This is an optimization exercise on Yosys and OpenROAD, whose aim is small area, a short achievable clock period and few clock cycles, not a production implementation.
RTL that was checked went through simulation tests only; none was proved equivalent to the original.
Power and IR drop assume default switching activity.

Setup of S:
==> flow/design.v <==
`timescale 1 ns/1 ns
module SAD(Go, A_Addr, A_Data, B_Addr, B_Data, C_Addr, I_RW, I_En, O_RW, O_En, Done, SAD_Out, Clk, Rst);
   input Go;
   input [7:0] A_Data, B_Data;
   output [14:0] A_Addr, B_Addr;
   output reg [6:0] C_Addr;
   output I_RW, I_En, O_RW;
   output reg O_En, Done;
   output [31:0] SAD_Out;
   input Clk, Rst;
   reg [14:0] n;           
   reg [15:0] Sum;
   reg [7:0]  x1;
   reg        c1;
   reg        f2;          
   reg        l1, l2;      
   wire       busy = |n;
   wire       run = Go | busy;
   wire       lastpix = &n[7:0];
   wire [14:0] t;
   genvar gi;
   generate
      for (gi = 0; gi < 15; gi = gi + 1) begin : inc
         if (gi == 0) assign t[gi] = run;
         else assign t[gi] = run & (&n[gi-1:0]);
      end
   endgenerate
   wire [7:0] g0 = A_Data & ~B_Data;
   wire [7:0] p0 = ~(A_Data ^ B_Data);
   wire [7:0] g1, p1, g2, p2, g3, p3;
   generate
      for (gi = 0; gi < 8; gi = gi + 1) begin : ks
         if (gi >= 1) begin
            assign g1[gi] = g0[gi] | (p0[gi] & g0[gi-1]);
            assign p1[gi] = p0[gi] & p0[gi-1];
         end else begin
            assign g1[gi] = g0[gi];
            assign p1[gi] = p0[gi];
         end
         if (gi >= 2) begin
            assign g2[gi] = g1[gi] | (p1[gi] & g1[gi-2]);
            assign p2[gi] = p1[gi] & p1[gi-2];
         end else begin
            assign g2[gi] = g1[gi];
            assign p2[gi] = p1[gi];
         end
         if (gi >= 4) begin
            assign g3[gi] = g2[gi] | (p2[gi] & g2[gi-4]);
            assign p3[gi] = p2[gi] & p2[gi-4];
         end else begin
            assign g3[gi] = g2[gi];
            assign p3[gi] = p2[gi];
         end
      end
   endgenerate
   wire [7:0] s = p0 ^ {g3[6:0], 1'b0};
   wire       c = g3[7];
   wire [15:0] base = f2 ? 16'd0 : Sum;
   wire [15:0] acc = base + {8'd0, x1} + {15'd0, c1};
   assign A_Addr = n;
   assign B_Addr = n;
   assign I_En = 1'b1;
   assign I_RW = 1'b0;
   assign O_RW = 1'b1;
   assign SAD_Out = {16'b0, Sum};
   always @(posedge Clk) begin
      n <= Rst ? 15'd0 : (n ^ t);
      if (lastpix) C_Addr <= n[14:8];
      l1 <= ~Rst & lastpix;
      x1 <= s ^ {8{~c}};
      c1 <= c;
      l2 <= ~Rst & l1;
      f2 <= (n[7:0] == 8'd1);
      Sum <= acc;
      O_En <= ~Rst & l2;
      Done <= ~Rst & l2 & ~busy;
   end
endmodule
export LEC_CHECK = 0
export CAP_MARGIN = 20
export CORE_MARGIN = 2
export CORE_UTILIZATION = 40
export SLEW_MARGIN = 20
create_clock -name core_clock -period 8.0 [get_ports {Clk}]
run.sh (not shown) runs the stock make flow with config.mk's settings and CLKGATE_MAP_FILE= SYNTH_SCRIPT=/design/flow/synth_recipe.tcl, a recipe that flattens the netlist after the stock synthesis.
What P does differently from S at the input level:
==> flow/flow/run.sh (new file) <==
#!/bin/bash
# Standard layout, with the port buffers made of buf_1 cells instead of the
# delay buffers buffer_ports picks by default.
set -euo pipefail
bash standard.sh "BUFFER_PORTS_ARGS=-buffer_cell sky130_fd_sc_hd__buf_1" finish > make_finish.log 2>&1
==> flow/standard.sh (new file) <==
#!/bin/bash
# synth_recipe.tcl (not shown) runs the flow's synth.tcl, then flattens the netlist and writes it again
# the make line also repeats each setting of config.mk as NAME=value (left out here)
make -C /OpenROAD-flow-scripts/flow DESIGN_CONFIG=/design/flow/config.mk WORK_HOME=/design/flow/orfs CLKGATE_MAP_FILE= SYNTH_SCRIPT=/design/flow/synth_recipe.tcl "${@:-finish}"
removed: flow/run.sh
[summary]
- Looking at leakage power across both flows, P is the stronger of the two, with S trailing.
- The via count of S and that of P are within noise of each other.
- P vs. S: total power of the final layout dropped 0.000056 W, measured slew at the worst slew-check pin increased by 0.10 ns relative to the old numbers, worst setup slack grew by 0.38 ns, final hold slack stayed essentially flat.
No run of this note included a check of the RTL's function; only the layout flow was run.


Another version of the RTL of SAD (not shown whole).
Size in the first run: about 400 cells after synthesis, roughly 63 flip-flops, about 3400 sq um of cells after synthesis.
export LEC_CHECK = 0
export CAP_MARGIN = 20
export CORE_MARGIN = 2
export CORE_UTILIZATION = 70
export CTS_CLUSTER_DIAMETER = 100
export CTS_CLUSTER_SIZE = 40
export SLEW_MARGIN = 20
create_clock -name core_clock -period 8.0 [get_ports {Clk}]
standard.sh (not shown) runs the stock make flow with config.mk's settings and CLKGATE_MAP_FILE= SYNTH_SCRIPT=/design/flow/synth_recipe.tcl, a recipe that flattens the netlist after the stock synthesis.
==> flow/flow/run.sh <==
#!/bin/bash
# Standard layout, with the port buffers made of buf_1 cells instead of the
# delay buffers buffer_ports picks by default, and adders left to ABC.
set -euo pipefail
bash standard.sh "BUFFER_PORTS_ARGS=-buffer_cell sky130_fd_sc_hd__buf_1" ADDER_MAP_FILE= finish > make_finish.log 2>&1
Next try:
Settings changed: CORE_UTILIZATION 70 to 40, CTS_CLUSTER_DIAMETER 100 to not set, CTS_CLUSTER_SIZE 40 to not set.
=> Cell count is higher by a little under a tenth; clock power barely changes; first-iteration DRC count is lower by well over a third; wire length climbs by a few percent; clock skew barely changes.
Function was not checked in any run of this note: the RTL went through the layout flow alone.


Another version of the RTL of SAD (not shown whole).
Size in the first run: roughly 300 cells after synthesis, roughly 46 flip-flops, about 2600 um^2 of cells after synthesis.
Settings: LEC_CHECK=0, CAP_MARGIN=20, CORE_MARGIN=2, CORE_UTILIZATION=45, SLEW_MARGIN=20, SYNTH_HIERARCHICAL=1, SYNTH_MINIMUM_KEEP_SIZE=0; clock period 8.0 ns.
==> flow/flow/run.sh <==
#!/bin/bash
# Standard layout with three changes: port buffers made of buf_1 cells
# instead of the delay buffers buffer_ports picks by default, adders left to
# ABC, no dummy loads added to the clock tree, and timing repair aimed 5.2 ns below the period.
set -euo pipefail
bash standard.sh \
  "BUFFER_PORTS_ARGS=-buffer_cell sky130_fd_sc_hd__buf_1" \
  ADDER_MAP_FILE= \
  "CTS_ARGS=-sink_clustering_enable -repair_clock_nets -dont_use_dummy_load" \
  SETUP_SLACK_MARGIN=5.2 \
  finish > make_finish.log 2>&1
The starting point completed with no timing, DRC or antenna violations.
Testbench counts at the start, summed over its fixed seeds: cycles 393,246.
Rerun with:
--- a/flow/flow/run.sh
+++ b/flow/flow/run.sh
@@ -4 +4 @@
-# ABC, no dummy loads added to the clock tree, and timing repair aimed 5.2 ns below the period.
+# ABC, no dummy loads added to the clock tree, and timing repair aimed 5.5 ns below the period.
@@ -10 +10 @@
-  SETUP_SLACK_MARGIN=5.2 \
+  SETUP_SLACK_MARGIN=5.5 \
Settings changed: TNS_END_PERCENT set to 0.
After rerunning:
- critical path depth does not change
- clock-buffer cell count stays the same
- wire length is higher by 1.6%
Rerun with:
Settings changed: GPL_TIMING_DRIVEN set to 0, TNS_END_PERCENT 0 to not set.
=> Hold slack is about the same. Cell count went up by 15%. Register-to-register slack is better by 0.05 ns. Routed wire length goes up by 17%. First-iteration DRC count decreases by 3.4%. Combinational power grows by 16%. Worst setup slack stays flat. Utilization climbs by 14 points. Area after synthesis does not change. Via count rose by 13%.
Rerun with:
Settings changed: GPL_ROUTABILITY_DRIVEN set to 0, GPL_TIMING_DRIVEN 0 to not set.
Design area fell by about a fifth.
Worst setup slack improved by 0.067 ns.
Die area stays the same.
Count of clock-buffer cells in the layout does not change.
Core utilization fell by 13 points.
Register-to-register slack got worse by 0.06 ns.


== the reference run ==
SAD again, from the RTL that the note above started with.
==> flow/config.mk <==
export PLATFORM = sky130hd
export DESIGN_NAME = SAD
export DESIGN_NICKNAME = SAD
export VERILOG_FILES = /design/flow/design.v
export SDC_FILE = /design/flow/constraint.sdc
export NUM_CORES = 4
export LEC_CHECK = 0
export CAP_MARGIN = 20
export CORE_MARGIN = 2
export CORE_UTILIZATION = 45
export SETUP_SLACK_MARGIN = 5
export SLEW_MARGIN = 20
export SYNTH_HIERARCHICAL = 1
export SYNTH_MINIMUM_KEEP_SIZE = 0
==> flow/constraint.sdc <==
create_clock -name core_clock -period 8.0 [get_ports {Clk}]
set_input_delay 1.6000 -clock core_clock [delete_from_list [all_inputs] [get_ports {Clk}]]
set_output_delay 1.6000 -clock core_clock [all_outputs]
set_load 0.01 [all_outputs]
run.sh (not shown) runs the stock make flow with config.mk's settings and CLKGATE_MAP_FILE= SYNTH_SCRIPT=/design/flow/synth_recipe.tcl, a recipe that flattens the netlist after the stock synthesis.
Stock flow here: none of the scripts above is used.
Testbench counts of the reference run, summed over its fixed seeds: cycles 393,246.
Relative to the reference run, the following input files were edited for the trial run:
# the reference run
export LEC_CHECK = 0
export CAP_MARGIN = 20
export CORE_MARGIN = 2
export CORE_UTILIZATION = 45
export SETUP_SLACK_MARGIN = 5
export SLEW_MARGIN = 20
export SYNTH_HIERARCHICAL = 1
export SYNTH_MINIMUM_KEEP_SIZE = 0
create_clock -name core_clock -period 8.0 [get_ports {Clk}]
# the trial run
export LEC_CHECK = 0
export CAP_MARGIN = 20
export CORE_MARGIN = 2
export CORE_UTILIZATION = 45
export PLACE_DENSITY = 0.8
export SLEW_MARGIN = 20
export SYNTH_HIERARCHICAL = 1
export SYNTH_MINIMUM_KEEP_SIZE = 0
create_clock -name core_clock -period 8.0 [get_ports {Clk}]
==> flow/flow/run.sh (new file) <==
#!/bin/bash
# Standard layout with three changes: port buffers made of buf_1 cells
# instead of the delay buffers buffer_ports picks by default, adders left to
# ABC, no dummy loads added to the clock tree, and timing repair aimed 5.5 ns below the period.
set -euo pipefail
bash standard.sh \
  "BUFFER_PORTS_ARGS=-buffer_cell sky130_fd_sc_hd__buf_1" \
  ADDER_MAP_FILE= \
  "CTS_ARGS=-sink_clustering_enable -repair_clock_nets -dont_use_dummy_load" \
  SETUP_SLACK_MARGIN=5.5 \
  finish > make_finish.log 2>&1
==> flow/standard.sh (new file) <==
#!/bin/bash
# synth_recipe.tcl (not shown) runs the flow's synth.tcl, then flattens the netlist and writes it again
# the make line also repeats each setting of config.mk as NAME=value (left out here)
make -C /OpenROAD-flow-scripts/flow DESIGN_CONFIG=/design/flow/config.mk WORK_HOME=/design/flow/orfs CLKGATE_MAP_FILE= SYNTH_SCRIPT=/design/flow/synth_recipe.tcl "${@:-finish}"
removed: flow/run.sh
The number of clock-tree buffers in the layout reported for the trial run is smaller than that of the reference run by 1.
The trial run does better than the reference run on final total power.
The lower total half-perimeter wirelength after legalization and detailed placement of the trial run and the reference run is in the trial run.
Taking the reference run as the reference, in the trial run clock power fell by about 9%; share of power burned in the clock network rose by 0.8 points; placed standard-cell area fell by 21%.

-- separate check: timing with driven ports --
In the flow no input, the clock included, has a driving cell. The finished layouts below were timed again as built, in two steps. Step 1 sets driving cells, clkbuf_16 on the clock port and buf_2 on the other inputs (assumed; they add their load-dependent delay and slew). Step 2 moves the port delays by t, midway between the first and last clock arrival at a register: inputs arrive t later, outputs are due t later. That takes back most of the time a late clock gives input paths. Slacks: ideal ports / drivers / drivers and shift; pairs: ideal ports / drivers.
run | t (ns) | setup WS [ns] | hold WS [ns] | clock arrival spread, ns | worst data-port slew with drivers (ns)
S | 0.322 | 4.196 / 4.198 / 3.876 | 0.445 / 0.445 / 0.445 | 0.009 / 0.009 | 0.04
P | 0.321 | 4.579 / 4.585 / 4.264 | 0.443 / 0.443 / 0.443 | 0.006 / 0.006 | 0.03
the first run of note 2 | 0.349 | 5.379 / 5.352 / 5.503 | 0.438 / 0.438 / 0.438 | 0.010 / 0.010 | 0.03
the second run of note 2 | 0.366 | 5.343 / 5.312 / 5.537 | 0.448 / 0.448 / 0.448 | 0.011 / 0.011 | 0.03
the first run of note 3 | 0.308 | 5.355 / 5.327 / 5.097 | 0.448 / 0.448 / 0.448 | 0.025 / 0.024 | 0.03
the second run of note 3 | 0.314 | 5.472 / 5.445 / 5.199 | 0.448 / 0.448 / 0.448 | 0.014 / 0.014 | 0.03
the third run of note 3 | 0.317 | 5.474 / 5.447 / 5.352 | 0.451 / 0.451 / 0.451 | 0.023 / 0.023 | 0.03
the fourth run of note 3 | 0.315 | 5.542 / 5.514 / 5.344 | 0.449 / 0.449 / 0.449 | 0.015 / 0.015 | 0.03
the reference run | 0.322 | 5.081 / 5.051 / 4.834 | 0.451 / 0.451 / 0.451 | 0.011 / 0.011 | 0.04
the trial run | 0.309 | 5.537 / 5.509 / 5.335 | 0.439 / 0.439 / 0.439 | 0.019 / 0.020 | 0.03
After both steps setup and hold are still met in every run listed. The setup slack of S, which loses most, moves by +0.002 ns with the drivers and by -0.320 ns with both steps.
